What follows belongs to an exercise in optimizing a design on an open flow for small area and a short achievable clock period; a production flow would make more cautious choices.
The RTL was checked by simulation tests, not by an equivalence proof against the original design.

## flow/design.v (module list and top-level ports; edited modules follow where they fit)
// module direct_FIR: 1787 lines
// module fa3: 6 lines
// module synthesis_direct_FIR: 8 lines
module synthesis_direct_FIR(out, inp, clk, rstn);
  // ...
==> flow/flow/run.sh <==
#!/bin/bash
# Own layout flow: the standard ORFS flow, with the port buffers built
# from regular buffers instead of delay buffers, and setup repair asked to
# leave a margin (SETUP_MARGIN ns) so that it also works on paths that
# already meet the design's clock period.
set -euo pipefail
cd "$(dirname "$0")/.."
export BUFFER_PORTS_ARGS="-buffer_cell sky130_fd_sc_hd__buf_4"
export SETUP_SLACK_MARGIN=${SETUP_MARGIN:-8.12}
bash standard.sh > standard_make.log 2>&1
==> flow/standard.sh <==
#!/bin/bash
# synth_recipe.tcl (not shown) runs the flow's synth.tcl, then flattens the netlist and writes it again
# the make line also repeats each setting of config.mk as NAME=value (left out here)
make -C /OpenROAD-flow-scripts/flow DESIGN_CONFIG=/design/flow/config.mk WORK_HOME=/design/flow/orfs CLKGATE_MAP_FILE= SYNTH_SCRIPT=/design/flow/synth_recipe.tcl "${@:-finish}"
==> flow/config.mk <==
export PLATFORM = sky130hd
export DESIGN_NAME = synthesis_direct_FIR
export DESIGN_NICKNAME = synthesis_direct_FIR
export VERILOG_FILES = /design/flow/design.v
export SDC_FILE = /design/flow/constraint.sdc
export NUM_CORES = 4
export LEC_CHECK = 0
export CAP_MARGIN = 20
export CORE_MARGIN = 2
export CORE_UTILIZATION = 40
export CTS_BUF_LIST = sky130_fd_sc_hd__clkbuf_8
export CTS_CLUSTER_DIAMETER = 50
export CTS_CLUSTER_SIZE = 20
export SLEW_MARGIN = 20
export SYNTH_HIERARCHICAL = 1
export SYNTH_MINIMUM_KEEP_SIZE = 0
==> flow/constraint.sdc <==
create_clock -name core_clock -period 11.5 [get_ports {clk}]
set_input_delay 2.3000 -clock core_clock [delete_from_list [all_inputs] [get_ports {clk}]]
set_output_delay 2.3000 -clock core_clock [all_outputs]
set_load 0.01 [all_outputs]
==> run summary, run 1 <==
----------------------------------------------------
[Synth]
  Cell type with the highest aggregate area in the netlist ... sky130_fd_sc_hd__fa_1
  Number of synthesized register bits ... 215
  Mapped Area ... between 15000 and 20000 µm²

[Die]
  Num tapcells ... 525

[Cells and area]
  Share of cell area taken by multi-input logic gates ... 0.6293
  Count of flip-flops and latches ... 215
  N_diodes ... 0
  #MultiIn Comb ... 706
  Fraction of standard cell area that is sequential ... 0.2420
  Buffer count excluding the clock tree in the final layout ... 52

[Route]
  Number of remaining DRC errors ... 0
  Total met3 wirelength after detailed routing ... 3058 µm
  Sum of met2 wire segment lengths after detailed routing ... 21420 µm
  Routed WL ... 42180 µm

[GRT]
  Met1 Usage GRT ... 0.2590
  Gr ovfl total ... 0
  Number of global-route vias before repair ... 10400
  Wire length of the first global-routing pass ... 64450 µm

[Timing]
  Tcrit/Tclk final ... 0.2942
  Worst path setup slack after routing ... 8.117 ns
  Layout Skew ... 0.05681 ns

[Hold path]
  Hold Path Depth ... 1

[Status]
  Status ... no timing/DRC/antenna violations

[Worst setup path]
  Worst r2r dst ... DIR_FIR.out[22]
  Critical path's slowest cell ... sky130_fd_sc_hd__dfxtp_2
  Max stage delay on crit path ... between 0.3 and 0.4 ns
  Family with the most delay on the worst path ... flip-flops
  R2r worst-path depth ... 10
  Worst setup EP type ... output port
  CP Data Arrival Time ... 1.08 ns

[Clock tree]
  Clock tree sinks ... 215
  Count of instances resized after the clock tree is built ... 92
  Root buffer cell ... sky130_fd_sc_hd__clkbuf_8

----------------------------------------------------
==> inputs of run 2 (changes only) <==
--- a/flow/config.mk
+++ b/flow/config.mk
@@ -9,3 +9,3 @@
 export CORE_MARGIN = 2
-export CORE_UTILIZATION = 40
+export CORE_UTILIZATION = 65
 export CTS_BUF_LIST = sky130_fd_sc_hd__clkbuf_8
==> run 2 against run 1 <==
  * Register-to-register slack better by 0.02 ns
  * Critical path type is now reg2reg
  * Cell count is 12% lower
  * Via count is 1.4% higher
  * Still clean on timing, DRC and antenna
  * Area after synthesis stayed put
  * Clock-buffer cell count is 1 lower
  * Die area is 38% lower
  * Maximum frequency is 1.3% higher
  * Wire length is 4.7% lower
  * Synthesized cell count stayed put
==> run summary, run 2 <==
----------------------------------------------------
[Synth]
  Parity-gate share of the synthesized area counting xor and xnor cells ... 0.01252
  Mapped Area ... 16090 µm² (unchanged)
  Synthesized-area fraction occupied by ao, oa, aoi and oai cells ... 0.03173
  Commonest cells in the synthesized netlist ... 458 x sky130_fd_sc_hd__fa_1, 215 x sky130_fd_sc_hd__dfxtp_1, 138 x sky130_fd_sc_hd__inv_1
  Adder and majority cell fraction of the synthesized area ... 0.6305
  Number of synthesized register bits ... 215 (unchanged)
  Number of distinct standard cells referenced by the synthesized netlist ... 46
  Dominant combinational cell family by area after synthesis ... adder cells
  Share of cell area taken by muxes after synthesis ... 0
  Most common cell in the netlist ... sky130_fd_sc_hd__fa_1
  Avg Synthesized Cell Area ... roughly 15 µm²
  Cells after Synth ... 1064
  Proportion of netlist area held by the largest area contributor ... 0.5699
  Post-synthesis sequential area ratio ... 0.2675
  Top_reg_cell synth ... sky130_fd_sc_hd__dfxtp_1
  Synth Net Count ... 1618
  Async set-reset flop share out of synthesis ... 0
  Synthesis warning total ... 7
  Biggest area contributors in the synthesized netlist ... sky130_fd_sc_hd__fa_1 57%, sky130_fd_sc_hd__dfxtp_1 27%, sky130_fd_sc_hd__ha_1 6.1%, sky130_fd_sc_hd__inv_1 3.2%, sky130_fd_sc_hd__and2_1 0.78%
  Post-synth EDFFs ... 0
  Simple-gate share of the synthesized area ... 0.02403
  Cell type with the highest aggregate area in the netlist ... sky130_fd_sc_hd__fa_1

[Die]
  Core area ... roughly 24000 µm²
  Die Footprint ... 26030 µm²
  Core Rows ... 57
  Io pins ... 44
  Die boundary height ... about 160 µm
  Die Wd ... 161.3 µm
  Initial Util ... 0.6616

[Hold path]
  Type of the worst min-delay path ... reg2reg
  Hold Path Depth ... 1 (unchanged)
  Source of the worst hold timing path ... DIR_FIR.q1
  Endpoint of the worst hold path ... DIR_FIR.out[0]

[Timing]
  Worst path setup slack after routing ... 8.159 ns (+0.04210 ns)
  Endpoints failing setup ... 0
  Final slew viol count ... 0
  Worst slack on hold paths ... between 0.4 and 0.5 ns
  Layout Skew ... 0.05434 ns (-0.002470 ns)
  Fmax ... roughly 300 MHz
  Fin Setup TNS ... 0 ns
  Setup repair after global routing missed its margin ... false
  Shortest clock period the worst path allows after layout ... 3.341 ns
  Worst Max-Slew Pin Slew ... 0.6167 ns
  Fin. Hold Viols ... 0
  Tcrit/Tclk final ... 0.2905 (-0.003661)
  Max-slew headroom at the worst pin ... 0.5883

[Place]
  I/O Buffers ... 43
  Routability congestion estimate ... slightly above 1
  Worst slack, placed ... 7.988 ns
  Dpl cells ... about 1400
  Detailed-placement wirelength estimate ... between 30000 and 40000 µm

[Route]
  Routed WL ... 40190 µm (-4.7%)
  Count of vias placed by the detailed router ... about 8600
  Iteration-0 DRC Markers ... roughly 750
  Vias per cell ... ~5.8
  Number of remaining DRC errors ... 0 (unchanged)
  Initial DRT Pass Iterations ... 5
  Number of nets still failing antenna checks after routing ... 0
  Average detailed-routed wire length per instance ... 27.17 µm

[GRT]
  Maximum number of pins on one net before global-route repair ... 21
  GR Util All Layers ... 0.3333
  Wire length of the first global-routing pass ... 61090 µm (-5.2%)
  Number of global-route vias before repair ... 9719 (-6.5%)
  Initial antenna violation count ... 0
  Gr ovfl total ... 0 (unchanged)

[Worst setup path]
  R2R setup slack ... 8.16 ns
  Launch point of the worst reg-to-reg path ... DIR_FIR.x2[3]
  Crit Path Class ... reg2reg
  Worst setup EP type ... flip-flop
  Critical-path maximum fanout ... 6
  Data required time of the worst path ... around 12 ns
  R2r worst-path depth ... 5 (-5)
  Worst r2r dst ... DIR_FIR.q42
  CP Data Arrival Time ... 3.82 ns (+2.74 ns)
  Kind of launch point of the worst setup path ... flip-flop

[Cells and area]
  Commonest cells after routing, fill and taps aside ... 457 x sky130_fd_sc_hd__fa_1, 168 x sky130_fd_sc_hd__dfxtp_1, 139 x sky130_fd_sc_hd__inv_1, 71 x sky130_fd_sc_hd__ha_1, 47 x sky130_fd_sc_hd__dfxtp_2
  Register with the highest flop count ... DIR_FIR.out
  N_diodes ... 0 (unchanged)
  Layout Area Growth over Synthesis ... 10.32%
  Commonest non-fill, non-tap cell in the layout ... sky130_fd_sc_hd__fa_1
  Non-filler instance count after layout ... about 1500
  Flip-flop count of the largest register, all copies and words added ... 26
  Nets ... roughly 1700
  Fraction of layout cells with a size suffix above 1 ... 0.1489

[Clock tree]
  Clock slew at the register clock pins of the worst setup and hold paths ... 0.11 ns
  Clk Latency, worst-skew pair ... ~0.63 ns
  Root buffer cell ... sky130_fd_sc_hd__clkbuf_8
  Clock tree from TritonCTS ... done
  Number of buffers added by the clock tree synthesis step ... 28
  Clock tree sinks ... 215 (unchanged)
  Post-CTS Hold Fix Bufs ... 0
  Longest Clk Path Bufs ... 3
  CTS H-tree lvls ... 1

[Status]
  Status ... no timing/DRC/antenna violations

[Job]
  Max cap viols ... 0

----------------------------------------------------
## run 2: metal layers
layer  GRT usage  part of all wire  up-vias
li1            -                 -     3443
met1      0.4946              0.42     4545
met2      0.4672              0.42      519
met3      0.1220              0.12      103
met4      0.1092             0.037        0
met5           0                 0        -
## run 2: per-module statistics from Yosys (local to each module, per instance), excerpt
module | copies in the design | cells inside
fa3 | 457 | 1
direct_FIR | 1 | 607
## run 2: kinds of logic (layout without fill, tap and decap cells)
group           Yosys count  in the layout
simple gates             75             75
xor+xnor                 23             23
compound gates           72             72
buf+inv                 143            234
flops                   215            215
fa+ha+maj               536            536
## run 2: worst max-delay path, stage by stage (launching register included)
cell	delay [ns]
sky130_fd_sc_hd__dfxtp_1	0.65
sky130_fd_sc_hd__fa_1	0.52
sky130_fd_sc_hd__fa_1	0.59
sky130_fd_sc_hd__fa_1	0.47
sky130_fd_sc_hd__fa_1	0.54
sky130_fd_sc_hd__fa_1	0.41
## run 2: timing repair
action,CTS,global route
gates resized for setup,21,53
setup endpoints to repair,20,38
pin swaps,0,8
setup buffers,0,1
## run 2: area by class of cell
class,count,area [µm²]
Multi-Input combinational cell,706,11370
Fill cell,1572,6570
Sequential cell,215,4363
Inverter,138,518.0
Tap cell,324,405.4
Clock buffer,29,399.1
Clock inverter,23,357.8
Timing Repair Buffer,44,334.1
## run 2: how the worst max path moves through the flow
| stage | slack (ns) | endpoint | from | depth (start not counted) |
|---|---|---|---|---|
| CTS | 8.12 | DIR_FIR.out[22] | DIR_FIR.q38 | 10 |
| finish | 8.16 | DIR_FIR.q42 | DIR_FIR.x2[3] | 5 |
| floorplan | 8.38 | DIR_FIR.q88 | DIR_FIR.x1[14] | 6 |
| global route | 8.08 | DIR_FIR.out[23] | DIR_FIR.q43 | 10 |
| global placement | 8.04 | DIR_FIR.out[21] | DIR_FIR.q43 | 9 |
| detailed placement | 7.99 | DIR_FIR.out[21] | DIR_FIR.q43 | 9 |
## run 2: through the flow
step                  util  area [µm²]
floorplan                -       16090
global placement    0.6905       16790
detailed placement  0.6905       16790
CTS                 0.7235       17590
global route        0.7298       17750
finish              0.7298       17750
==> inputs of run 3 (changes only) <==
--- a/flow/config.mk
+++ b/flow/config.mk
@@ -10,5 +10,4 @@
 export CORE_UTILIZATION = 65
-export CTS_BUF_LIST = sky130_fd_sc_hd__clkbuf_8
-export CTS_CLUSTER_DIAMETER = 50
-export CTS_CLUSTER_SIZE = 20
+export CTS_CLUSTER_DIAMETER = 70
+export CTS_CLUSTER_SIZE = 40
 export SLEW_MARGIN = 20
==> run 3 against run 2 <==
  * Maximum frequency about the same
  * Worst hold slack better by 0.014 ns
  * Register-to-register slack hardly changed
  * Wire length rose by 0.63%
  * Critical path type unchanged
  * Critical endpoint is now DIR_FIR.q52
  * Highest routed layer unchanged
==> run summary, run 3 <==
----------------------------------------------------
[Status]
  Status ... no timing/DRC/antenna violations

[Job]
  Max cap viols ... 0 (unchanged)

[Cells and area]
  N_diodes ... 0 (unchanged)
  Commonest non-fill, non-tap cell in the layout ... sky130_fd_sc_hd__fa_1
  Register with the highest flop count ... DIR_FIR.out
  Commonest cells after routing, fill and taps aside ... 456 x sky130_fd_sc_hd__fa_1, 168 x sky130_fd_sc_hd__dfxtp_1, 138 x sky130_fd_sc_hd__inv_1, 71 x sky130_fd_sc_hd__ha_1, 47 x sky130_fd_sc_hd__dfxtp_2
  Filler cells ... 1585 (+0.83%)
  Layout Area Growth over Synthesis ... 9.270%
  Non-filler instance count after layout ... 1457 (-1.5%)
  Flip-flop count of the largest register, all copies and words added ... 26 (unchanged)
  Fraction of layout cells with a size suffix above 1 ... 0.1324 (-0.01653)
  Nets ... 1677 (-0.59%)

[Die]
  Die Footprint ... 26030 µm² (unchanged)
  Core area ... 24320 µm² (unchanged)
  Io pins ... 44 (unchanged)
  Initial Util ... 0.6616 (unchanged)
  Die Wd ... 161.3 µm (unchanged)
  Core Rows ... 57 (unchanged)
  Die boundary height ... 161.3 µm (unchanged)

[Synth]
  Share of cell area taken by muxes after synthesis ... 0 (unchanged)
  Number of synthesized register bits ... 215 (unchanged)
  Proportion of netlist area held by the largest area contributor ... 0.5699 (unchanged)
  Most common cell in the netlist ... sky130_fd_sc_hd__fa_1
  Number of distinct standard cells referenced by the synthesized netlist ... 46 (unchanged)
  Parity-gate share of the synthesized area counting xor and xnor cells ... 0.01252 (unchanged)
  Async set-reset flop share out of synthesis ... 0 (unchanged)
  Cells after Synth ... 1064 (unchanged)
  Cell type with the highest aggregate area in the netlist ... sky130_fd_sc_hd__fa_1
  Dominant combinational cell family by area after synthesis ... adder cells
  Post-synth EDFFs ... 0 (unchanged)
  Synthesis warning total ... 7 (unchanged)
  Mapped Area ... 16090 µm² (unchanged)
  Adder and majority cell fraction of the synthesized area ... 0.6305 (unchanged)
  Commonest cells in the synthesized netlist ... 458 x sky130_fd_sc_hd__fa_1, 215 x sky130_fd_sc_hd__dfxtp_1, 138 x sky130_fd_sc_hd__inv_1
  Top_reg_cell synth ... sky130_fd_sc_hd__dfxtp_1
  Avg Synthesized Cell Area ... 15.12 µm² (unchanged)
  Biggest area contributors in the synthesized netlist ... sky130_fd_sc_hd__fa_1 57%, sky130_fd_sc_hd__dfxtp_1 27%, sky130_fd_sc_hd__ha_1 6.1%, sky130_fd_sc_hd__inv_1 3.2%, sky130_fd_sc_hd__and2_1 0.78%
  Synth Net Count ... 1618 (unchanged)
  Simple-gate share of the synthesized area ... 0.02403 (unchanged)
  Post-synthesis sequential area ratio ... 0.2675 (unchanged)
  Synthesized-area fraction occupied by ao, oa, aoi and oai cells ... 0.03173 (unchanged)

[Clock tree]
  Clk Latency, worst-skew pair ... 0.51 ns (-0.12 ns)
  Root buffer cell ... sky130_fd_sc_hd__clkbuf_16
  Clock slew at the register clock pins of the worst setup and hold paths ... 0.10 ns (about the same)
  Clock tree sinks ... 215 (unchanged)
  CTS H-tree lvls ... 1 (unchanged)
  Clock tree from TritonCTS ... done
  Post-CTS Hold Fix Bufs ... 0 (unchanged)
  Longest Clk Path Bufs ... 3 (unchanged)
  Number of buffers added by the clock tree synthesis step ... 16 (-43%)

[Worst setup path]
  CP most frequent cell ... sky130_fd_sc_hd__fa_1
  Crit Path Class ... reg2reg
  Critical-path maximum fanout ... 6 (unchanged)
  Max stage delay on crit path ... 0.75 ns (+0.10 ns)
  Data required time of the worst path ... 11.89 ns (-0.09 ns)
  CP Data Arrival Time ... 3.73 ns (-0.09 ns)
  Kind of launch point of the worst setup path ... flip-flop
  Worst-path cell chain ... fa_1, fa_1, fa_1, fa_1, fa_1
  Worst setup EP type ... flip-flop
  Critical path's slowest cell ... sky130_fd_sc_hd__dfxtp_1

[Route]
  Vias per cell ... 5.817 (about the same)
  Number of nets still failing antenna checks after routing ... 0 (unchanged)
  Number of remaining DRC errors ... 0 (unchanged)
  Average detailed-routed wire length per instance ... 27.76 µm (+2.2%)
  Iteration-0 DRC Markers ... 729 (-3.3%)
  Initial DRT Pass Iterations ... 5 (unchanged)
  Count of vias placed by the detailed router ... 8475 (-1.6%)
  Routed WL ... 40450 µm (+0.63%)

[Place]
  Routability congestion estimate ... 1.012 (unchanged)
  Dpl cells ... 1426 (unchanged)
  Detailed-placement wirelength estimate ... 33360 µm (unchanged)
  I/O Buffers ... 43 (unchanged)

[GRT]
  Maximum number of pins on one net before global-route repair ... 30 (+43%)
  Gr ovfl total ... 0 (unchanged)
  GR Util All Layers ... 0.3343 (+0.0009398)
  Wire length of the first global-routing pass ... 60920 µm (-0.28%)
  Number of global-route vias before repair ... 9673 (-0.47%)
  Initial antenna violation count ... 1 (+1)

[Timing]
  Fmax ... 299.5 MHz (about the same)
  Layout Skew ... 0.01365 ns (-0.04068 ns)
  Shortest clock period the worst path allows after layout ... 3.339 ns (-0.001370 ns)
  Fin Setup TNS ... 0 ns (unchanged)
  Fin. Hold Viols ... 0 (unchanged)
  Worst Max-Slew Pin Slew ... 0.6484 ns (+0.03168 ns)
  Endpoints failing setup ... 0 (unchanged)
  Max-slew headroom at the worst pin ... 0.5672 (-0.02115)
  Setup repair after global routing missed its margin ... true
  Final slew viol count ... 0 (unchanged)
  Tcrit/Tclk final ... 0.2904 (about the same)

[Hold path]
  Type of the worst min-delay path ... reg2reg

----------------------------------------------------
run 3: per-stage QoR:
| step | cell area (µm²) | util | hold slack, ns | setup WS (ns) |
|---|---|---|---|---|
| after floorplan | 16090 | - | 0.4200 | 8.382 |
| after global placement | 16790 | 0.6905 | 0.4267 | 8.036 |
| after detailed placement | 16790 | 0.6905 | 0.4372 | 7.988 |
| after CTS | 17410 | 0.7161 | 0.4602 | 8.125 |
| after global routing | 17580 | 0.7229 | 0.4569 | 8.076 |
| final | 17580 | 0.7229 | 0.4554 | 8.161 |
run 3: area by class of cell:
class / count / area (µm²) / share of cell area
clock buffer: 19 / 442.9 / 0.02519
clock inverter: 9 / 126.4 / 0.007188
inverter: 138 / 518.0 / 0.02946
multi-input combinational: 706 / 11380 / 0.6473
sequential: 215 / 4363 / 0.2482
tap: 324 / 405.4 / 0.02306
timing repair buffer: 46 / 345.3 / 0.01964
run 3: logic make-up (layout without fill, tap and decap cells):
logic type | after synthesis | after routing
adder cells (fa/ha/maj) | 536 | 536
flip-flops | 215 | 215
buffers and inverters | 143 | 212
AND/OR/NAND/NOR | 75 | 75
AO/OA/AOI/OAI | 72 | 72
XOR/XNOR | 23 | 23
run 3: per-layer routing:
metal	global-route usage	share of wire	vias up	wire (µm)
met2	0.4848	0.43	485	17390
met1	0.4891	0.42	4479	16850
li1	-	-	3410	-
met5	0	0	-	0
met4	0.09294	0.030	0	1202
met3	0.1207	0.12	101	5011
run 3: final timing paths:
path	from	end	slack (ns)	cells after the start
max	DIR_FIR.x4[9]	DIR_FIR.q52	8.16	5
min reg2reg	DIR_FIR.q1	DIR_FIR.out[0]	0.46	1
max reg2reg	DIR_FIR.x4[9]	DIR_FIR.q52	8.16	5
min	DIR_FIR.q1	DIR_FIR.out[0]	0.46	1
run 3: critical path, delay by kind of cell (launching register included):
kind	cells	cell delay, ns
adder cells (fa/ha/maj)	5	2.47
flip-flops	1	0.75
run 3: Yosys stat by module (local to each module, per instance), a selection:
| module | cells inside | times used | flip-flops and latches | cell area [µm²] |
|---|---|---|---|---|
| direct_FIR | 607 | 1 | 215 | 6940 |
| fa3 | 1 | 457 | 0 | 20.02 |
run 3: what timing repair did:
item	in CTS	in global routing
setup endpoints to repair	17	36
pin swaps	0	11
buffers inserted	0	3
gates resized for setup	18	55
endpoints found under the hold margin	0	0
==> inputs of run 4 (changes only) <==
--- a/flow/config.mk
+++ b/flow/config.mk
@@ -10,4 +10,5 @@
 export CORE_UTILIZATION = 65
-export CTS_CLUSTER_DIAMETER = 70
-export CTS_CLUSTER_SIZE = 40
+export CTS_BUF_LIST = sky130_fd_sc_hd__clkbuf_16
+export CTS_CLUSTER_DIAMETER = 80
+export CTS_CLUSTER_SIZE = 25
 export SLEW_MARGIN = 20
==> run 4 against run 3 <==
  * Non-clock buffer count is 1 higher
  * Final area is 0.51% lower
  * Cell count is 0.14% lower
  * Critical path depth stayed put
  * Worst hold slack worse by 0.0018 ns
  * Critical path type unchanged
  * Clock-buffer cell count is 4 lower
  * Maximum frequency is 0.45% lower
  * Wire length is 1.2% lower
  * Sequential share of layout area is 0.12 points higher
  * Via count hardly changed
==> run summary, run 4 <==
----------------------------------------------------
[Clock tree]
  Clk Latency, worst-skew pair ... 0.51 ns (about the same)
  Post-CTS Hold Fix Bufs ... 0 (unchanged)
  Clock tree sinks ... 215 (unchanged)
  Clock tree from TritonCTS ... done
  Root buffer cell ... sky130_fd_sc_hd__clkbuf_16
  Clock slew at the register clock pins of the worst setup and hold paths ... 0.10 ns (about the same)
  Longest Clk Path Bufs ... 3 (unchanged)
  CTS H-tree lvls ... 1 (unchanged)
  Number of buffers added by the clock tree synthesis step ... 15 (-1)

[Worst setup path]
  Critical path's slowest cell ... sky130_fd_sc_hd__dfxtp_1
  Max stage delay on crit path ... 0.73 ns (-0.02 ns)
  R2r worst-path depth ... 5 (unchanged)
  Data required time of the worst path ... 11.88 ns (about the same)
  CP Data Arrival Time ... 3.73 ns (about the same)
  CP most frequent cell ... sky130_fd_sc_hd__fa_1
  Worst-path cell chain ... fa_1, fa_1, fa_1, fa_1, fa_1
  Crit Path Class ... reg2reg
  Critical-path maximum fanout ... 6 (unchanged)
  Kind of launch point of the worst setup path ... flip-flop
  Worst setup EP type ... flip-flop

[Synth]
  Cell type with the highest aggregate area in the netlist ... sky130_fd_sc_hd__fa_1
  Commonest cells in the synthesized netlist ... 458 x sky130_fd_sc_hd__fa_1, 215 x sky130_fd_sc_hd__dfxtp_1, 138 x sky130_fd_sc_hd__inv_1
  Biggest area contributors in the synthesized netlist ... sky130_fd_sc_hd__fa_1 57%, sky130_fd_sc_hd__dfxtp_1 27%, sky130_fd_sc_hd__ha_1 6.1%, sky130_fd_sc_hd__inv_1 3.2%, sky130_fd_sc_hd__and2_1 0.78%
  Synthesis warning total ... 7 (unchanged)
  Cells after Synth ... 1064 (unchanged)
  Async set-reset flop share out of synthesis ... 0 (unchanged)
  Mapped Area ... 16090 µm² (unchanged)
  Synth Net Count ... 1618 (unchanged)
  Avg Synthesized Cell Area ... 15.12 µm² (unchanged)
  Most common cell in the netlist ... sky130_fd_sc_hd__fa_1
  Post-synth EDFFs ... 0 (unchanged)
  Post-synthesis sequential area ratio ... 0.2675 (unchanged)
  Top_reg_cell synth ... sky130_fd_sc_hd__dfxtp_1
  Number of synthesized register bits ... 215 (unchanged)
  Proportion of netlist area held by the largest area contributor ... 0.5699 (unchanged)
  Number of distinct standard cells referenced by the synthesized netlist ... 46 (unchanged)

[Timing]
  Fin Setup TNS ... 0 ns (unchanged)
  Setup repair after global routing missed its margin ... true
  Worst Max-Slew Pin Slew ... 0.6248 ns (-0.02359 ns)
  Final slew viol count ... 0 (unchanged)
  Max-slew headroom at the worst pin ... 0.5829 (+0.01575)
  Worst slack on hold paths ... 0.4536 ns (-0.001803 ns)
  Fin. Hold Viols ... 0 (unchanged)
  Fmax ... 298.1 MHz (-0.45%)
  Shortest clock period the worst path allows after layout ... 3.354 ns (+0.01495 ns)
  Endpoints failing setup ... 0 (unchanged)
  Tcrit/Tclk final ... 0.2917 (+0.001300)
  Layout Skew ... 0.02960 ns (+0.01595 ns)

[Die]
  Die boundary height ... 161.3 µm (unchanged)
  Die Footprint ... 26030 µm² (unchanged)
  Core area ... 24320 µm² (unchanged)
  Initial Util ... 0.6616 (unchanged)
  Die Wd ... 161.3 µm (unchanged)
  Io pins ... 44 (unchanged)
  Core Rows ... 57 (unchanged)

[Route]
  Vias per cell ... 5.830 (+0.23%)
  Count of vias placed by the detailed router ... 8483 (+0.094%)
  Initial DRT Pass Iterations ... 5 (unchanged)
  Average detailed-routed wire length per instance ... 27.45 µm (-1.1%)
  Iteration-0 DRC Markers ... 690 (-5.3%)
  Number of remaining DRC errors ... 0 (unchanged)
  Number of nets still failing antenna checks after routing ... 0 (unchanged)
  Routed WL ... 39940 µm (-1.2%)

[GRT]
  Maximum number of pins on one net before global-route repair ... 26 (-13%)
  Wire length of the first global-routing pass ... 60710 µm (-0.34%)
  Gr ovfl total ... 0 (unchanged)
  Initial antenna violation count ... 2 (+1)
  GR Util All Layers ... 0.3320 (-0.002282)
  Number of global-route vias before repair ... 9615 (-0.60%)

[Job]
  Max cap viols ... 0 (unchanged)

[Cells and area]
  Filler cells ... 1609 (+1.5%)
  Nets ... 1677 (unchanged)
  Layout Area Growth over Synthesis ... 8.710%
  Fraction of layout cells with a size suffix above 1 ... 0.1300 (-0.002418)
  N_diodes ... 0 (unchanged)
  Register with the highest flop count ... DIR_FIR.out
  Flip-flop count of the largest register, all copies and words added ... 26 (unchanged)
  Commonest cells after routing, fill and taps aside ... 456 x sky130_fd_sc_hd__fa_1, 169 x sky130_fd_sc_hd__dfxtp_1, 139 x sky130_fd_sc_hd__inv_1, 71 x sky130_fd_sc_hd__ha_1, 47 x sky130_fd_sc_hd__buf_4
  Commonest non-fill, non-tap cell in the layout ... sky130_fd_sc_hd__fa_1

[Status]
  Status ... no timing/DRC/antenna violations

[Hold path]
  Type of the worst min-delay path ... reg2reg
  Hold Path Depth ... 1 (unchanged)

[Place]
  Detailed-placement wirelength estimate ... 33360 µm (unchanged)
  I/O Buffers ... 43 (unchanged)
  Routability congestion estimate ... 1.012 (unchanged)

----------------------------------------------------
-- run 4: worst paths after layout --
kind,start,endpoint,slack (ns)
max,DIR_FIR.x4[9],DIR_FIR.q52,8.15
max reg2reg,DIR_FIR.x4[9],DIR_FIR.q52,8.15
min reg2reg,DIR_FIR.q1,DIR_FIR.out[0],0.45
min,DIR_FIR.q1,DIR_FIR.out[0],0.45
-- run 4: final cells by class --
cell class                      instances  area, µm²  area share
Clock buffer                           15      375.4     0.02146
Clock inverter                         10      111.4    0.006367
Inverter                              138      518.0     0.02962
Multi-Input combinational cell        706      11370      0.6498
Sequential cell                       215       4362      0.2494
Tap cell                              324      405.4     0.02318
Timing Repair Buffer                   47      352.8     0.02017
-- run 4: per-module statistics from Yosys, one instance, submodules excluded, a selection --
| module | cells inside | area, µm² |
|---|---|---|
| direct_FIR | 607 | 6940 |
| fa3 | 1 | 20.02 |
-- run 4: routing by layer --
layer,track usage,vias up,share of wire
li1,-,3404,-
met1,0.4907,4482,0.42
met2,0.4716,501,0.42
met3,0.1246,94,0.12
met4,0.09456,2,0.034
met5,0,-,0.00033
-- run 4: cell families after synthesis --
group / after synthesis / share of synthesized area
AO/OA/AOI/OAI: 72 / 0.03173
buffers and inverters: 143 / 0.03367
adder cells (fa/ha/maj): 536 / 0.6305
AND/OR/NAND/NOR: 75 / 0.02403
flip-flops: 215 / 0.2675
XOR/XNOR: 23 / 0.01252
-- run 4: critical path: cells and delay by family (launching register included) --
kind                     cells  cell delay (ns)
flip-flops                   1             0.73
adder cells (fa/ha/maj)      5             2.47
-- run 4: through the flow --
| stage | cell area (µm²) | utilization | std cells | setup WS [ns] |
|---|---|---|---|---|
| after detailed placement | 16790 | 0.6905 | 1426 | 7.988 |
| after floorplan | 16090 | - | 1064 | 8.382 |
| after global routing | 17490 | 0.7192 | 1455 | 8.061 |
| final | 17490 | 0.7192 | 1455 | 8.146 |
| after CTS | 17330 | 0.7126 | 1451 | 8.122 |
| after global placement | 16790 | 0.6905 | 1426 | 8.036 |
-- run 4: repair_timing --
action,CTS,global route
pin swaps,0,11
resized for setup,16,55
endpoints found under the hold margin,0,0
endpoints found under the setup margin,17,33
buffers inserted,0,4
==> inputs of run 5 (changes only) <==
--- a/flow/flow/run.sh
+++ b/flow/flow/run.sh
@@ -8,3 +8,3 @@
 export BUFFER_PORTS_ARGS="-buffer_cell sky130_fd_sc_hd__buf_4"
-export SETUP_SLACK_MARGIN=${SETUP_MARGIN:-8.12}
+export SETUP_SLACK_MARGIN=${SETUP_MARGIN:-8.25}
 bash standard.sh > standard_make.log 2>&1
==> run 5 against run 4 <==
  * Critical path type unchanged
  * Cell count rose by 0.89%
  * Final area rose by 2.0%
  * Critical path depth rose by 6
  * Wire length rose by 0.95%
  * Largest cell class unchanged
  * First-iteration DRC count rose by 21%
  * Setup slack improved by 0.12 ns
==> run summary, run 5 <==
----------------------------------------------------
[Clock tree]
  Clock slew at the register clock pins of the worst setup and hold paths ... 0.09 ns (about the same)
  CTS H-tree lvls ... 1 (unchanged)
  Root buffer cell ... sky130_fd_sc_hd__clkbuf_16
  Clock tree from TritonCTS ... done
  Longest Clk Path Bufs ... 3 (unchanged)
  Clock tree sinks ... 215 (unchanged)
  Post-CTS Hold Fix Bufs ... 0 (unchanged)
  Number of buffers added by the clock tree synthesis step ... 15 (unchanged)
  Clk Latency, worst-skew pair ... 0.51 ns (about the same)

[Synth]
  Post-synth EDFFs ... 0 (unchanged)
  Async set-reset flop share out of synthesis ... 0 (unchanged)
  Most common cell in the netlist ... sky130_fd_sc_hd__fa_1
  Number of synthesized register bits ... 215 (unchanged)
  Top_reg_cell synth ... sky130_fd_sc_hd__dfxtp_1
  Number of distinct standard cells referenced by the synthesized netlist ... 46 (unchanged)
  Avg Synthesized Cell Area ... 15.12 µm² (unchanged)
  Mapped Area ... 16090 µm² (unchanged)
  Synthesis warning total ... 7 (unchanged)
  Commonest cells in the synthesized netlist ... 458 x sky130_fd_sc_hd__fa_1, 215 x sky130_fd_sc_hd__dfxtp_1, 138 x sky130_fd_sc_hd__inv_1
  Cells after Synth ... 1064 (unchanged)
  Cell type with the highest aggregate area in the netlist ... sky130_fd_sc_hd__fa_1
  Synth Net Count ... 1618 (unchanged)
  Post-synthesis sequential area ratio ... 0.2675 (unchanged)
  Proportion of netlist area held by the largest area contributor ... 0.5699 (unchanged)
  Biggest area contributors in the synthesized netlist ... sky130_fd_sc_hd__fa_1 57%, sky130_fd_sc_hd__dfxtp_1 27%, sky130_fd_sc_hd__ha_1 6.1%, sky130_fd_sc_hd__inv_1 3.2%, sky130_fd_sc_hd__and2_1 0.78%

[GRT]
  Maximum number of pins on one net before global-route repair ... 26 (unchanged)
  Number of global-route vias before repair ... 9665 (+0.52%)
  GR Util All Layers ... 0.3325 (+0.0005753)
  Gr ovfl total ... 0 (unchanged)
  Initial antenna violation count ... 3 (+1)
  Wire length of the first global-routing pass ... 60710 µm (unchanged)

[Timing]
  Final slew viol count ... 0 (unchanged)
  Fin. Hold Viols ... 0 (unchanged)
  Endpoints failing setup ... 0 (unchanged)
  Fin Setup TNS ... 0 ns (unchanged)
  Worst Max-Slew Pin Slew ... 0.5788 ns (-0.04602 ns)
  Layout Skew ... 0.02765 ns (-0.001953 ns)
  Setup repair after global routing missed its margin ... true
  Max-slew headroom at the worst pin ... 0.6136 (+0.03072)
  Worst path setup slack after routing ... 8.261 ns (+0.1156 ns)
  Shortest clock period the worst path allows after layout ... 3.239 ns (-0.1156 ns)
  Tcrit/Tclk final ... 0.2816 (-0.01006)
  Fmax ... 308.8 MHz (+3.6%)

[Status]
  Status ... no timing/DRC/antenna violations

[Cells and area]
  Commonest cells after routing, fill and taps aside ... 454 x sky130_fd_sc_hd__fa_1, 139 x sky130_fd_sc_hd__inv_1, 120 x sky130_fd_sc_hd__dfxtp_1, 89 x sky130_fd_sc_hd__dfxtp_2, 67 x sky130_fd_sc_hd__ha_1
  Layout Area Growth over Synthesis ... 10.90%
  Non-filler instance count after layout ... 1468 (+0.89%)
  Nets ... 1687 (+0.60%)
  Register with the highest flop count ... DIR_FIR.out
  Fraction of layout cells with a size suffix above 1 ... 0.1946 (+0.06459)
  Final Util ... 0.7337 (+0.01451)
  Flip-flop count of the largest register, all copies and words added ... 26 (unchanged)
  Filler cells ... 1569 (-2.5%)
  Commonest non-fill, non-tap cell in the layout ... sky130_fd_sc_hd__fa_1

[Route]
  Number of remaining DRC errors ... 0 (unchanged)
  Routed WL ... 40320 µm (+0.95%)
  Iteration-0 DRC Markers ... 833 (+21%)
  Count of vias placed by the detailed router ... 8548 (+0.77%)
  Average detailed-routed wire length per instance ... 27.47 µm (about the same)
  Vias per cell ... 5.823 (-0.13%)
  Number of nets still failing antenna checks after routing ... 0 (unchanged)
  Initial DRT Pass Iterations ... 7 (+2)

[Place]
  Dpl cells ... 1426 (unchanged)
  Worst slack, placed ... 7.988 ns (unchanged)
  Routability congestion estimate ... 1.012 (unchanged)
  Detailed-placement wirelength estimate ... 33360 µm (unchanged)
  I/O Buffers ... 43 (unchanged)

[Die]
  Io pins ... 44 (unchanged)
  Die Wd ... 161.3 µm (unchanged)
  Core area ... 24320 µm² (unchanged)
  Initial Util ... 0.6616 (unchanged)
  Die boundary height ... 161.3 µm (unchanged)
  Die Footprint ... 26030 µm² (unchanged)
  Core Rows ... 57 (unchanged)

[Worst setup path]
  Data required time of the worst path ... 11.88 ns (about the same)
  Critical-path maximum fanout ... 5 (-1)
  CP Data Arrival Time ... 3.62 ns (-0.11 ns)
  Kind of launch point of the worst setup path ... flip-flop
  Worst setup EP type ... flip-flop
  Crit Path Class ... reg2reg
  R2r worst-path depth ... 11 (+6)

[Hold path]
  Type of the worst min-delay path ... reg2reg
  Hold Path Depth ... 1 (unchanged)

[Job]
  Max cap viols ... 0 (unchanged)

----------------------------------------------------
-- run 5: cell types whose count changed in the layout (fill, tap and decap cells not counted), sizes merged --
cell   previous run  this run
buf              47        57
diode             0         3
-- run 5: worst paths after layout --
kind | startpoint | slack [ns] | end
setup reg to reg | DIR_FIR.q43 | 8.26 | DIR_FIR.out[23]
setup / recovery | DIR_FIR.q43 | 8.26 | DIR_FIR.out[23]
hold / removal | DIR_FIR.q1 | 0.45 | DIR_FIR.out[0]
hold reg to reg | DIR_FIR.q1 | 0.45 | DIR_FIR.out[0]
-- run 5: logic make-up after synthesis --
family | after synthesis | synth area share
simple gates | 75 | 0.02403
xor+xnor | 23 | 0.01252
buf+inv | 143 | 0.03367
compound gates | 72 | 0.03173
flops | 215 | 0.2675
fa+ha+maj | 536 | 0.6305
-- run 5: final cells by class --
class	instances	area, µm²	share of cell area
Multi-Input combinational cell	706	11490	0.6439
Sequential cell	215	4438	0.2487
Inverter	138	518.0	0.02903
Timing Repair Buffer	57	499.2	0.02798
Tap cell	324	405.4	0.02272
Clock buffer	15	375.4	0.02104
Clock inverter	10	111.4	0.006241
Antenna cell	3	7.507	0.0004207
-- run 5: critical path, stage by stage (launching register included) --
cell                       delay [ns]
sky130_fd_sc_hd__dfxtp_2         0.33
sky130_fd_sc_hd__fa_2            0.38
sky130_fd_sc_hd__fa_1            0.49
sky130_fd_sc_hd__fa_1            0.51
sky130_fd_sc_hd__ha_4            0.31
sky130_fd_sc_hd__nand4_1         0.17
sky130_fd_sc_hd__a211oi_2        0.22
sky130_fd_sc_hd__a21oi_2         0.09
sky130_fd_sc_hd__buf_4           0.17
sky130_fd_sc_hd__o211ai_1        0.18
sky130_fd_sc_hd__o211ai_1        0.13
sky130_fd_sc_hd__xnor2_1         0.14
-- run 5: metrics by stage --
step / instance area [µm²] / hold slack [ns]
global placement: 16790 / 0.4267
CTS: 17530 / 0.4578
detailed placement: 16790 / 0.4372
floorplan: 16090 / 0.4200
global route: 17840 / 0.4615
finish: 17840 / 0.4536
-- run 5: layer usage --
metal  up-vias  global-route usage  share of wire
li1       3433                   -              -
met1      4496              0.4962           0.42
met2       516              0.4695           0.42
met3       103              0.1145           0.12
met4         0              0.1071          0.039
met5         -                   0              0
-- run 5: repair_timing --
item	4_1_cts	5_1_grt
pin swaps	13	21
setup buffers	4	10
setup endpoints to repair	59	58
resized for setup	94	75
-- run 5: Yosys stat by module, one instance, submodules excluded, a selection --
module | cells inside | times used
fa3 | 1 | 457
direct_FIR | 607 | 1
==> inputs of run 6 (changes only) <==
--- a/flow/config.mk
+++ b/flow/config.mk
@@ -11,4 +11,4 @@
 export CTS_BUF_LIST = sky130_fd_sc_hd__clkbuf_16
-export CTS_CLUSTER_DIAMETER = 80
-export CTS_CLUSTER_SIZE = 25
+export CTS_CLUSTER_DIAMETER = 100
+export CTS_CLUSTER_SIZE = 40
 export SLEW_MARGIN = 20
==> run 6 against run 5 <==
  * Clock-buffer cell count shrank 4
  * Setup slack lost 0.0084 ns
  * Via count shrank 0.56%
  * Flip-flop and latch count is the same
  * Synthesized cell count is the same
  * Area after synthesis is the same
  * Cell count shrank 1.1%
  * Core utilization shrank 0.99 points
  * Critical endpoint is now DIR_FIR.q26
==> run summary, run 6 <==
----------------------------------------------------
[GRT]
  Gr ovfl total ... 0 (unchanged)
  Maximum number of pins on one net before global-route repair ... 32 (+23%)
  Initial antenna violation count ... 1 (-2)
  GR Util All Layers ... 0.3316 (-0.0009015)
  Number of global-route vias before repair ... 9681 (+0.17%)
  Wire length of the first global-routing pass ... 60720 µm (about the same)

[Synth]
  Most common cell in the netlist ... sky130_fd_sc_hd__fa_1
  Avg Synthesized Cell Area ... 15.12 µm² (unchanged)
  Commonest cells in the synthesized netlist ... 458 x sky130_fd_sc_hd__fa_1, 215 x sky130_fd_sc_hd__dfxtp_1, 138 x sky130_fd_sc_hd__inv_1
  Mapped Area ... 16090 µm² (unchanged)
  Cell type with the highest aggregate area in the netlist ... sky130_fd_sc_hd__fa_1
  Async set-reset flop share out of synthesis ... 0 (unchanged)
  Proportion of netlist area held by the largest area contributor ... 0.5699 (unchanged)
  Number of distinct standard cells referenced by the synthesized netlist ... 46 (unchanged)
  Synthesis warning total ... 7 (unchanged)
  Top_reg_cell synth ... sky130_fd_sc_hd__dfxtp_1
  Cells after Synth ... 1064 (unchanged)
  Post-synth EDFFs ... 0 (unchanged)
  Number of synthesized register bits ... 215 (unchanged)
  Synth Net Count ... 1618 (unchanged)
  Biggest area contributors in the synthesized netlist ... sky130_fd_sc_hd__fa_1 57%, sky130_fd_sc_hd__dfxtp_1 27%, sky130_fd_sc_hd__ha_1 6.1%, sky130_fd_sc_hd__inv_1 3.2%, sky130_fd_sc_hd__and2_1 0.78%
  Post-synthesis sequential area ratio ... 0.2675 (unchanged)

[Timing]
  Fin Setup TNS ... 0 ns (unchanged)
  Setup repair after global routing missed its margin ... true
  Tcrit/Tclk final ... 0.2823 (+0.0007278)
  Worst slack on hold paths ... 0.4480 ns (-0.005581 ns)
  Endpoints failing setup ... 0 (unchanged)
  Max-slew headroom at the worst pin ... 0.6159 (+0.002241)
  Fin. Hold Viols ... 0 (unchanged)
  Final slew viol count ... 0 (unchanged)
  Layout Skew ... 0.02734 ns (-0.0003089 ns)
  Shortest clock period the worst path allows after layout ... 3.247 ns (+0.008370 ns)
  Worst Max-Slew Pin Slew ... 0.5754 ns (-0.003357 ns)
  Fmax ... 308.0 MHz (-0.26%)

[Cells and area]
  Nets ... 1679 (-0.47%)
  Commonest non-fill, non-tap cell in the layout ... sky130_fd_sc_hd__fa_1
  Flip-flop count of the largest register, all copies and words added ... 26 (unchanged)
  Commonest cells after routing, fill and taps aside ... 453 x sky130_fd_sc_hd__fa_1, 139 x sky130_fd_sc_hd__inv_1, 118 x sky130_fd_sc_hd__dfxtp_1, 89 x sky130_fd_sc_hd__dfxtp_2, 68 x sky130_fd_sc_hd__ha_1
  Fraction of layout cells with a size suffix above 1 ... 0.1828 (-0.01178)
  Filler cells ... 1592 (+1.5%)
  Layout Area Growth over Synthesis ... 9.402%
  Register with the highest flop count ... DIR_FIR.out

[Clock tree]
  CTS H-tree lvls ... 1 (unchanged)
  Clock tree from TritonCTS ... done
  Number of buffers added by the clock tree synthesis step ... 11 (-4)
  Clock tree sinks ... 215 (unchanged)
  Clk Latency, worst-skew pair ... 0.50 ns (about the same)
  Longest Clk Path Bufs ... 3 (unchanged)
  Root buffer cell ... sky130_fd_sc_hd__clkbuf_16
  Post-CTS Hold Fix Bufs ... 0 (unchanged)
  Clock slew at the register clock pins of the worst setup and hold paths ... 0.12 ns (+0.03 ns)

[Worst setup path]
  Worst setup EP type ... flip-flop
  Data required time of the worst path ... 11.88 ns (about the same)
  Kind of launch point of the worst setup path ... flip-flop
  Critical-path maximum fanout ... 5 (unchanged)
  CP most frequent cell ... sky130_fd_sc_hd__fa_1
  Worst-path cell chain ... fa_1, fa_1, fa_1, fa_1, fa_1
  Family with the most delay on the worst path ... adder cells
  Crit Path Class ... reg2reg
  CP Data Arrival Time ... 3.63 ns (about the same)
  Max stage delay on crit path ... 0.69 ns (+0.18 ns)
  Worst path buffer plus inverter count ... 0 (-1)
  Critical path's slowest cell ... sky130_fd_sc_hd__dfxtp_1

[Place]
  Detailed-placement wirelength estimate ... 33360 µm (unchanged)
  Routability congestion estimate ... 1.012 (unchanged)
  I/O Buffers ... 43 (unchanged)

[Route]
  Count of vias placed by the detailed router ... 8500 (-0.56%)
  Routed WL ... 40110 µm (-0.54%)
  Average detailed-routed wire length per instance ... 27.62 µm (+0.56%)
  Initial DRT Pass Iterations ... 4 (-3)
  Number of nets still failing antenna checks after routing ... 0 (unchanged)
  Uppermost routed layer ... met4
  Vias per cell ... 5.854 (+0.53%)
  Total met3 wirelength after detailed routing ... 4894 µm (-0.63%)
  Routed length on met1 ... 16820 µm (-0.38%)
  Iteration-0 DRC Markers ... 679 (-18%)
  Sum of met2 wire segment lengths after detailed routing ... 16970 µm (+0.13%)
  Number of remaining DRC errors ... 0 (unchanged)

[Status]
  Status ... no timing/DRC/antenna violations

[Hold path]
  Type of the worst min-delay path ... reg2reg

[Die]
  Core Rows ... 57 (unchanged)
  Initial Util ... 0.6616 (unchanged)
  Die boundary height ... 161.3 µm (unchanged)
  Core area ... 24320 µm² (unchanged)
  Die Footprint ... 26030 µm² (unchanged)
  Die Wd ... 161.3 µm (unchanged)
  Io pins ... 44 (unchanged)

[Job]
  Max cap viols ... 0 (unchanged)

----------------------------------------------------
run 6: per-layer routing:
metal / GRT usage / vias up
li1: - / 3396
met1: 0.4912 / 4500
met2: 0.4728 / 502
met3: 0.1176 / 102
met4: 0.09984 / 0
met5: 0 / -
run 6: cell families (layout without fill, tap and decap cells):
family / after synthesis / count (layout) / synth area share
and+or+nand+nor: 75 / 75 / 0.02403
buffers and inverters: 143 / 206 / 0.03367
adders and majority gates: 536 / 536 / 0.6305
other: 0 / 1 / 0
DFF: 215 / 215 / 0.2675
xor gates and xnor gates: 23 / 23 / 0.01252
AOI/OAI and AO/OA: 72 / 72 / 0.03173
run 6: repair_timing:
| action | in CTS | in global routing |
|---|---|---|
| buffers inserted | 3 | 7 |
| pin swaps | 9 | 10 |
| setup endpoints to repair | 58 | 58 |
| hold endpoints to repair | 0 | 0 |
| resized for setup | 89 | 77 |
run 6: layout make-up:
cell class / count / area [µm²] / share of cell area
diodes: 1 / 2.502 / 0.0001422
clock buffers: 11 / 275.3 / 0.01564
clock inverters: 4 / 43.79 / 0.002488
inverters: 138 / 518.0 / 0.02943
multi-input cells: 706 / 11440 / 0.6498
flip-flops and latches: 215 / 4446 / 0.2526
well taps: 324 / 405.4 / 0.02303
repair buffers: 53 / 473.0 / 0.02687
run 6: final timing paths:
kind | endpoint | cells after the start | startpoint | slack, ns
max reg2reg | DIR_FIR.q26 | 5 | DIR_FIR.x5[11] | 8.25
max | DIR_FIR.q26 | 5 | DIR_FIR.x5[11] | 8.25
min reg2reg | DIR_FIR.x3[0] | 0 | DIR_FIR.x2[0] | 0.45
min | DIR_FIR.x3[0] | 0 | DIR_FIR.x2[0] | 0.45
run 6: modules after synthesis (local to each module, per instance), a selection:
module      times used  cell area (µm²)  cells
fa3                457            20.02      1
direct_FIR           1             6940    607
run 6: worst register-to-register path, cell delays in order, from the launching register on:
cell and delay (ns):
sky130_fd_sc_hd__dfxtp_1 0.69, sky130_fd_sc_hd__fa_1 0.55, sky130_fd_sc_hd__fa_1 0.44, sky130_fd_sc_hd__fa_1 0.51
sky130_fd_sc_hd__fa_1 0.45, sky130_fd_sc_hd__fa_1 0.49
run 6: stage by stage:
step	setup WS, ns	instance area (µm²)	std cells	utilization
final	8.253	17600	1452	0.7238
after global placement	8.036	16790	1426	0.6905
after detailed placement	7.988	16790	1426	0.6905
after floorplan	8.382	16090	1064	-
after CTS	8.222	17320	1444	0.7124
after global routing	8.150	17600	1451	0.7237
==> inputs of run 7 (changes only) <==
--- a/flow/config.mk
+++ b/flow/config.mk
@@ -12,3 +12,3 @@
 export CTS_CLUSTER_DIAMETER = 100
-export CTS_CLUSTER_SIZE = 40
+export CTS_CLUSTER_SIZE = 30
 export SLEW_MARGIN = 20
==> run 7 against run 6 <==
  * Maximum frequency down 0.82%
  * Global-route usage up 0.22 points
  * Synthesized cell count stayed put
  * Core utilization grew 0.49 points
  * Critical path depth increased by 5
  * Still clean on timing, DRC and antenna
  * Highest routed layer unchanged
  * Non-clock buffer count is the same
  * Cell count grew 0.14%
  * Worst hold slack worse by 0.015 ns
==> run summary, run 7 <==
----------------------------------------------------
[Status]
  Status ... no timing/DRC/antenna violations

[Synth]
  Biggest area contributors in the synthesized netlist ... sky130_fd_sc_hd__fa_1 57%, sky130_fd_sc_hd__dfxtp_1 27%, sky130_fd_sc_hd__ha_1 6.1%, sky130_fd_sc_hd__inv_1 3.2%, sky130_fd_sc_hd__and2_1 0.78%
  Commonest cells in the synthesized netlist ... 458 x sky130_fd_sc_hd__fa_1, 215 x sky130_fd_sc_hd__dfxtp_1, 138 x sky130_fd_sc_hd__inv_1
  Cells after Synth ... 1064 (unchanged)
  Synth Net Count ... 1618 (unchanged)
  Cell type with the highest aggregate area in the netlist ... sky130_fd_sc_hd__fa_1
  Number of distinct standard cells referenced by the synthesized netlist ... 46 (unchanged)
  Top_reg_cell synth ... sky130_fd_sc_hd__dfxtp_1
  Post-synthesis sequential area ratio ... 0.2675 (unchanged)
  Post-synth EDFFs ... 0 (unchanged)
  Proportion of netlist area held by the largest area contributor ... 0.5699 (unchanged)
  Most common cell in the netlist ... sky130_fd_sc_hd__fa_1
  Synthesis warning total ... 7 (unchanged)
  Avg Synthesized Cell Area ... 15.12 µm² (unchanged)
  Number of synthesized register bits ... 215 (unchanged)
  Async set-reset flop share out of synthesis ... 0 (unchanged)
  Mapped Area ... 16090 µm² (unchanged)

[Worst setup path]
  Kind of launch point of the worst setup path ... flip-flop
  Worst setup EP type ... flip-flop
  Data required time of the worst path ... 11.94 ns (+0.06 ns)
  Crit Path Class ... reg2reg
  R2r worst-path depth ... 10 (+5)
  CP Data Arrival Time ... 3.71 ns (+0.08 ns)
  Critical-path maximum fanout ... 5 (unchanged)

[GRT]
  Wire length of the first global-routing pass ... 61130 µm (+0.67%)
  Initial antenna violation count ... 1 (unchanged)
  Maximum number of pins on one net before global-route repair ... 31 (-3.1%)
  Met2 layer usage reported by global route ... 0.4814 (+0.008547)
  Grt met3 use ... 0.1086 (-0.008988)
  Most heavily used metal layer in global routing ... met1
  Met1 Usage GRT ... 0.5053 (+0.01412)
  Gr ovfl total ... 0 (unchanged)
  Number of global-route vias before repair ... 9595 (-0.89%)
  GR Util All Layers ... 0.3339 (+0.002225)

[Cells and area]
  Finished layout cell area ... 17720 µm² (+0.68%)
  Layout Area Growth over Synthesis ... 10.15%
  Commonest cells after routing, fill and taps aside ... 455 x sky130_fd_sc_hd__fa_1, 138 x sky130_fd_sc_hd__inv_1, 115 x sky130_fd_sc_hd__dfxtp_1, 91 x sky130_fd_sc_hd__dfxtp_2, 69 x sky130_fd_sc_hd__ha_1
  Commonest non-fill, non-tap cell in the layout ... sky130_fd_sc_hd__fa_1
  Nets ... 1680 (+0.060%)
  Register with the highest flop count ... DIR_FIR.out
  Flip-flop count of the largest register, all copies and words added ... 26 (unchanged)
  Filler cells ... 1571 (-1.3%)
  Fraction of layout cells with a size suffix above 1 ... 0.1887 (+0.005876)

[Route]
  Iteration-0 DRC Markers ... 741 (+9.1%)
  Average detailed-routed wire length per instance ... 27.88 µm (+0.94%)
  Vias per cell ... 5.891 (+0.64%)
  Count of vias placed by the detailed router ... 8566 (+0.78%)
  Number of nets still failing antenna checks after routing ... 0 (unchanged)
  Initial DRT Pass Iterations ... 5 (+1)
  Number of remaining DRC errors ... 0 (unchanged)
  Routed WL ... 40540 µm (+1.1%)

[Clock tree]
  Number of buffers added by the clock tree synthesis step ... 12 (+1)
  CTS H-tree lvls ... 1 (unchanged)
  Clock slew at the register clock pins of the worst setup and hold paths ... 0.12 ns (about the same)
  Clock tree sinks ... 215 (unchanged)
  Longest Clk Path Bufs ... 3 (unchanged)
  Clock tree from TritonCTS ... done
  Post-CTS Hold Fix Bufs ... 0 (unchanged)
  Root buffer cell ... sky130_fd_sc_hd__clkbuf_16
  Clk Latency, worst-skew pair ... 0.51 ns (about the same)

[Die]
  Die Footprint ... 26030 µm² (unchanged)
  Io pins ... 44 (unchanged)
  Die Wd ... 161.3 µm (unchanged)
  Core area ... 24320 µm² (unchanged)
  Core Rows ... 57 (unchanged)
  Die boundary height ... 161.3 µm (unchanged)
  Initial Util ... 0.6616 (unchanged)

[Place]
  I/O Buffers ... 43 (unchanged)
  DP Area ... 16790 µm² (unchanged)
  Detailed-placement wirelength estimate ... 33360 µm (unchanged)
  Routability congestion estimate ... 1.012 (unchanged)

[Timing]
  Tcrit/Tclk final ... 0.2847 (+0.002336)
  Endpoints failing setup ... 0 (unchanged)
  Max-slew headroom at the worst pin ... 0.6121 (-0.003741)
  Shortest clock period the worst path allows after layout ... 3.274 ns (+0.02686 ns)
  Fmax ... 305.5 MHz (-0.82%)
  Final slew viol count ... 0 (unchanged)
  Fin. Hold Viols ... 0 (unchanged)
  Setup repair after global routing missed its margin ... true
  Fin Setup TNS ... 0 ns (unchanged)
  Layout Skew ... 0.02864 ns (+0.001298 ns)
  Worst Max-Slew Pin Slew ... 0.5810 ns (+0.005603 ns)

[Hold path]
  Hold Path Depth ... 0 (unchanged)
  Type of the worst min-delay path ... reg2reg

[Job]
  Max cap viols ... 0 (unchanged)

----------------------------------------------------
-- run 7: per-stage QoR --
stage / setup slack, ns / instances / hold slack, ns / utilization
after global placement: 8.036 / 1426 / 0.4267 / 0.6905
after global routing: 8.136 / 1453 / 0.4482 / 0.7286
after detailed placement: 7.988 / 1426 / 0.4372 / 0.6905
after CTS: 8.235 / 1445 / 0.4619 / 0.7169
after floorplan: 8.382 / 1064 / 0.4200 / -
final: 8.226 / 1454 / 0.4334 / 0.7287
-- run 7: logic make-up after synthesis --
family          synth area share
xor+xnor                 0.01252
compound gates           0.03173
buf+inv                  0.03367
flops                     0.2675
simple gates             0.02403
fa+ha+maj                 0.6305
-- run 7: path summary, 6_finish.rpt --
path | from | to | slack, ns
worst max register to register | DIR_FIR.q58 | DIR_FIR.out[24] | 8.23
worst min-delay path | DIR_FIR.x0[15] | DIR_FIR.x1[15] | 0.43
worst min register to register | DIR_FIR.x0[15] | DIR_FIR.x1[15] | 0.43
worst max-delay path | DIR_FIR.q58 | DIR_FIR.out[24] | 8.23
-- run 7: layout make-up --
cell class	count	area [µm²]	area share
multi-input cells	706	11450	0.6459
flip-flops and latches	215	4452	0.2512
repair buffers	53	508.0	0.02866
diodes	1	2.502	0.0001412
inverters	138	518.0	0.02923
well taps	324	405.4	0.02287
clock buffers	13	325.3	0.01836
clock inverters	4	65.06	0.003671
-- run 7: metal layers --
layer,share of wire,vias up
met3,0.12,80
met4,0.028,0
met5,0,-
li1,-,3402
met2,0.43,551
met1,0.42,4533
-- run 7: modules after synthesis, one instance, submodules excluded, a selection --
module	cells	flops+latches	cell area, µm²	times used
direct_FIR	607	215	6940	1
fa3	1	0	20.02	457
-- run 7: worst max-delay path, cell delays in order (launching register included) --
cell	delay (ns)
sky130_fd_sc_hd__dfxtp_1	0.33
sky130_fd_sc_hd__fa_1	0.43
sky130_fd_sc_hd__fa_1	0.45
sky130_fd_sc_hd__fa_1	0.55
sky130_fd_sc_hd__ha_4	0.24
sky130_fd_sc_hd__a21oi_2	0.19
sky130_fd_sc_hd__o21ai_2	0.11
sky130_fd_sc_hd__a311oi_2	0.42
sky130_fd_sc_hd__nor3b_2	0.10
sky130_fd_sc_hd__a211oi_2	0.24
sky130_fd_sc_hd__xnor2_1	0.14
-- run 7: repair_timing --
action                                 CTS  global route
setup buffers                            2             8
setup endpoints to repair               65            66
resized for setup                      100            76
endpoints found under the hold margin    0             0
pin swaps                                8            11
==> inputs of run 8 (changes only) <==
--- a/flow/config.mk
+++ b/flow/config.mk
@@ -11,4 +11,4 @@
 export CTS_BUF_LIST = sky130_fd_sc_hd__clkbuf_16
-export CTS_CLUSTER_DIAMETER = 100
-export CTS_CLUSTER_SIZE = 30
+export CTS_CLUSTER_DIAMETER = 90
+export CTS_CLUSTER_SIZE = 32
 export SLEW_MARGIN = 20
==> run 8 against run 7 <==
  * Clock skew rose by 0.0026 ns
  * Core utilization is 0.25 points higher
  * Critical path depth fell by 9
  * Sequential share of layout area shrank 0.080 points
  * Global-route usage hardly changed
  * Synthesized cell count did not move
  * Flip-flop and latch count stayed put
  * Via count about the same
  * Critical endpoint is now out[1]
  * Largest cell class unchanged
  * Highest routed layer unchanged
==> run summary, run 8 <==
----------------------------------------------------
[Worst setup path]
  Family with the most delay on the worst path ... flip-flops
  CP Data Arrival Time ... 0.95 ns (-2.76 ns)
  Max stage delay on crit path ... 0.34 ns (-0.21 ns)
  Critical path's slowest cell ... sky130_fd_sc_hd__dfxtp_2
  Kind of launch point of the worst setup path ... flip-flop
  Worst setup EP type ... output port
  Worst-path cell chain ... buf_6

[Synth]
  Top_reg_cell synth ... sky130_fd_sc_hd__dfxtp_1
  Synthesis warning total ... 7 (unchanged)
  Biggest area contributors in the synthesized netlist ... sky130_fd_sc_hd__fa_1 57%, sky130_fd_sc_hd__dfxtp_1 27%, sky130_fd_sc_hd__ha_1 6.1%, sky130_fd_sc_hd__inv_1 3.2%, sky130_fd_sc_hd__and2_1 0.78%
  Post-synth EDFFs ... 0 (unchanged)
  Dominant combinational cell family by area after synthesis ... adder cells
  Synth Net Count ... 1618 (unchanged)
  Number of distinct standard cells referenced by the synthesized netlist ... 46 (unchanged)

[Clock tree]
  Clock tree from TritonCTS ... done
  Root buffer cell ... sky130_fd_sc_hd__clkbuf_16
  Post-CTS Hold Fix Bufs ... 0 (unchanged)
  Clk Latency, worst-skew pair ... 0.51 ns (about the same)

[Job]
  Max cap viols ... 0 (unchanged)

[Route]
  Count of vias placed by the detailed router ... 8572 (+0.070%)
  Number of remaining DRC errors ... 0 (unchanged)
  Initial DRT Pass Iterations ... 5 (unchanged)
  Vias per cell ... 5.887 (about the same)
  Routed WL ... 40330 µm (-0.52%)
  Iteration-0 DRC Markers ... 680 (-8.2%)

[Die]
  Die boundary height ... 161.3 µm (unchanged)
  Die Footprint ... 26030 µm² (unchanged)
  Core Rows ... 57 (unchanged)
  Core area ... 24320 µm² (unchanged)

[Cells and area]
  Commonest cells after routing, fill and taps aside ... 454 x sky130_fd_sc_hd__fa_1, 138 x sky130_fd_sc_hd__inv_1, 110 x sky130_fd_sc_hd__dfxtp_1, 98 x sky130_fd_sc_hd__dfxtp_2, 67 x sky130_fd_sc_hd__ha_1
  Register with the highest flop count ... DIR_FIR.out
  Commonest non-fill, non-tap cell in the layout ... sky130_fd_sc_hd__fa_1
  Non-filler instance count after layout ... 1456 (+0.14%)
  Fraction of layout cells with a size suffix above 1 ... 0.1972 (+0.008508)

[GRT]
  Initial antenna violation count ... 2 (+1)
  Maximum number of pins on one net before global-route repair ... 33 (+6.5%)
  GR Util All Layers ... 0.3336 (about the same)
  Wire length of the first global-routing pass ... 60990 µm (-0.23%)

[Timing]
  Fin Setup TNS ... 0 ns (unchanged)
  Final slew viol count ... 0 (unchanged)
  Max-slew headroom at the worst pin ... 0.6000 (-0.01216)
  Setup repair after global routing missed its margin ... true
  Tcrit/Tclk final ... 0.2825 (-0.002171)

[Status]
  Status ... no timing/DRC/antenna violations

[Place]
  DP Area ... 16790 µm² (unchanged)
  I/O Buffers ... 43 (unchanged)
  Dpl cells ... 1426 (unchanged)

----------------------------------------------------
## run 8: final timing paths
check                           cells past startpoint      startpoint  slack (ns)               to
worst min-delay path                                0  DIR_FIR.x0[15]        0.44   DIR_FIR.x1[15]
worst max-delay path                                1  DIR_FIR.out[1]        8.25           out[1]
worst min register to register                      0  DIR_FIR.x0[15]        0.44   DIR_FIR.x1[15]
worst max register to register                     11     DIR_FIR.q43        8.25  DIR_FIR.out[23]
## run 8: Yosys stat by module, one instance, submodules excluded, excerpt
module / flip-flops and latches / area [µm²] / cells inside / times used
direct_FIR: 215 / 6940 / 607 / 1
fa3: 0 / 20.02 / 1 / 457
## run 8: final cells by class
type | count | area (µm²)
clock inverter | 6 | 78.83
clock buffer | 13 | 325.3
tap | 324 | 405.4
antenna | 1 | 2.502
inverter | 138 | 518.0
timing repair buffer | 53 | 499.2
multi-input combinational | 706 | 11500
fill | 1596 | 6536
sequential | 215 | 4453
## run 8: what timing repair did
item | in CTS | in global routing
gates resized for setup | 101 | 88
buffers inserted | 4 | 6
pin swaps | 9 | 18
cloned | 0 | 0
endpoints found under the setup margin | 63 | 70
## run 8: through the flow
stage                 util  worst slack, ns  hold WS (ns)
CTS                 0.7181            8.210        0.4618
global route        0.7311            8.126        0.4534
detailed placement  0.6905            7.988        0.4372
finish              0.7312            8.251        0.4364
global placement    0.6905            8.036        0.4267
floorplan                -            8.382        0.4200
## run 8: logic make-up (layout without fill, tap and decap cells)
kind of cell             Yosys count  in the layout
adder cells (fa/ha/maj)          536            536
AND/OR/NAND/NOR                   75             75
buffers and inverters            143            210
other                              0              1
flip-flops                       215            215
XOR/XNOR                          23             23
AO/OA/AOI/OAI                     72             72
## run 8: routing by layer
metal	up-vias	wire, µm	track usage
met5	-	0	0
met4	0	1288	0.09456
met3	94	4987	0.1210
met2	517	17070	0.4755
met1	4560	16980	0.4949
li1	3401	-	-

==> port drivers added, routing unchanged <==
The flow's constraints put no driver on any port. The routed layouts listed below were extracted and timed again, unchanged, in two steps.
Step 1 assumes that a clkbuf_16 drives the clock port and a buf_2 every other input.
Step 2, shift: input delay + t, output delay - t, t = (earliest + latest rising clock arrival at the registers) / 2. This alone moves slack from input paths to output paths.
Slacks: ideal / step 1 / step 2; pairs: ideal / step 1.
run | shift t [ns] | setup slack, ns | worst setup path at the end
run 1 | 0.668 | 8.117 / 8.069 / 8.136 | register to register
run 2 | 0.649 | 8.159 / 8.125 / 8.159 | register to register
run 3 | 0.552 | 8.161 / 8.161 / 8.161 | register to register
run 4 | 0.550 | 8.146 / 8.146 / 8.146 | register to register
run 5 | 0.547 | 8.261 / 8.222 / 8.261 | register to register
run 6 | 0.534 | 8.253 / 8.219 / 8.253 | register to register
run 7 | 0.540 | 8.226 / 8.201 / 8.226 | register to register
run 8 | 0.552 | 8.251 / 8.197 / 8.253 | register to register
After both steps every run listed still meets setup and hold.
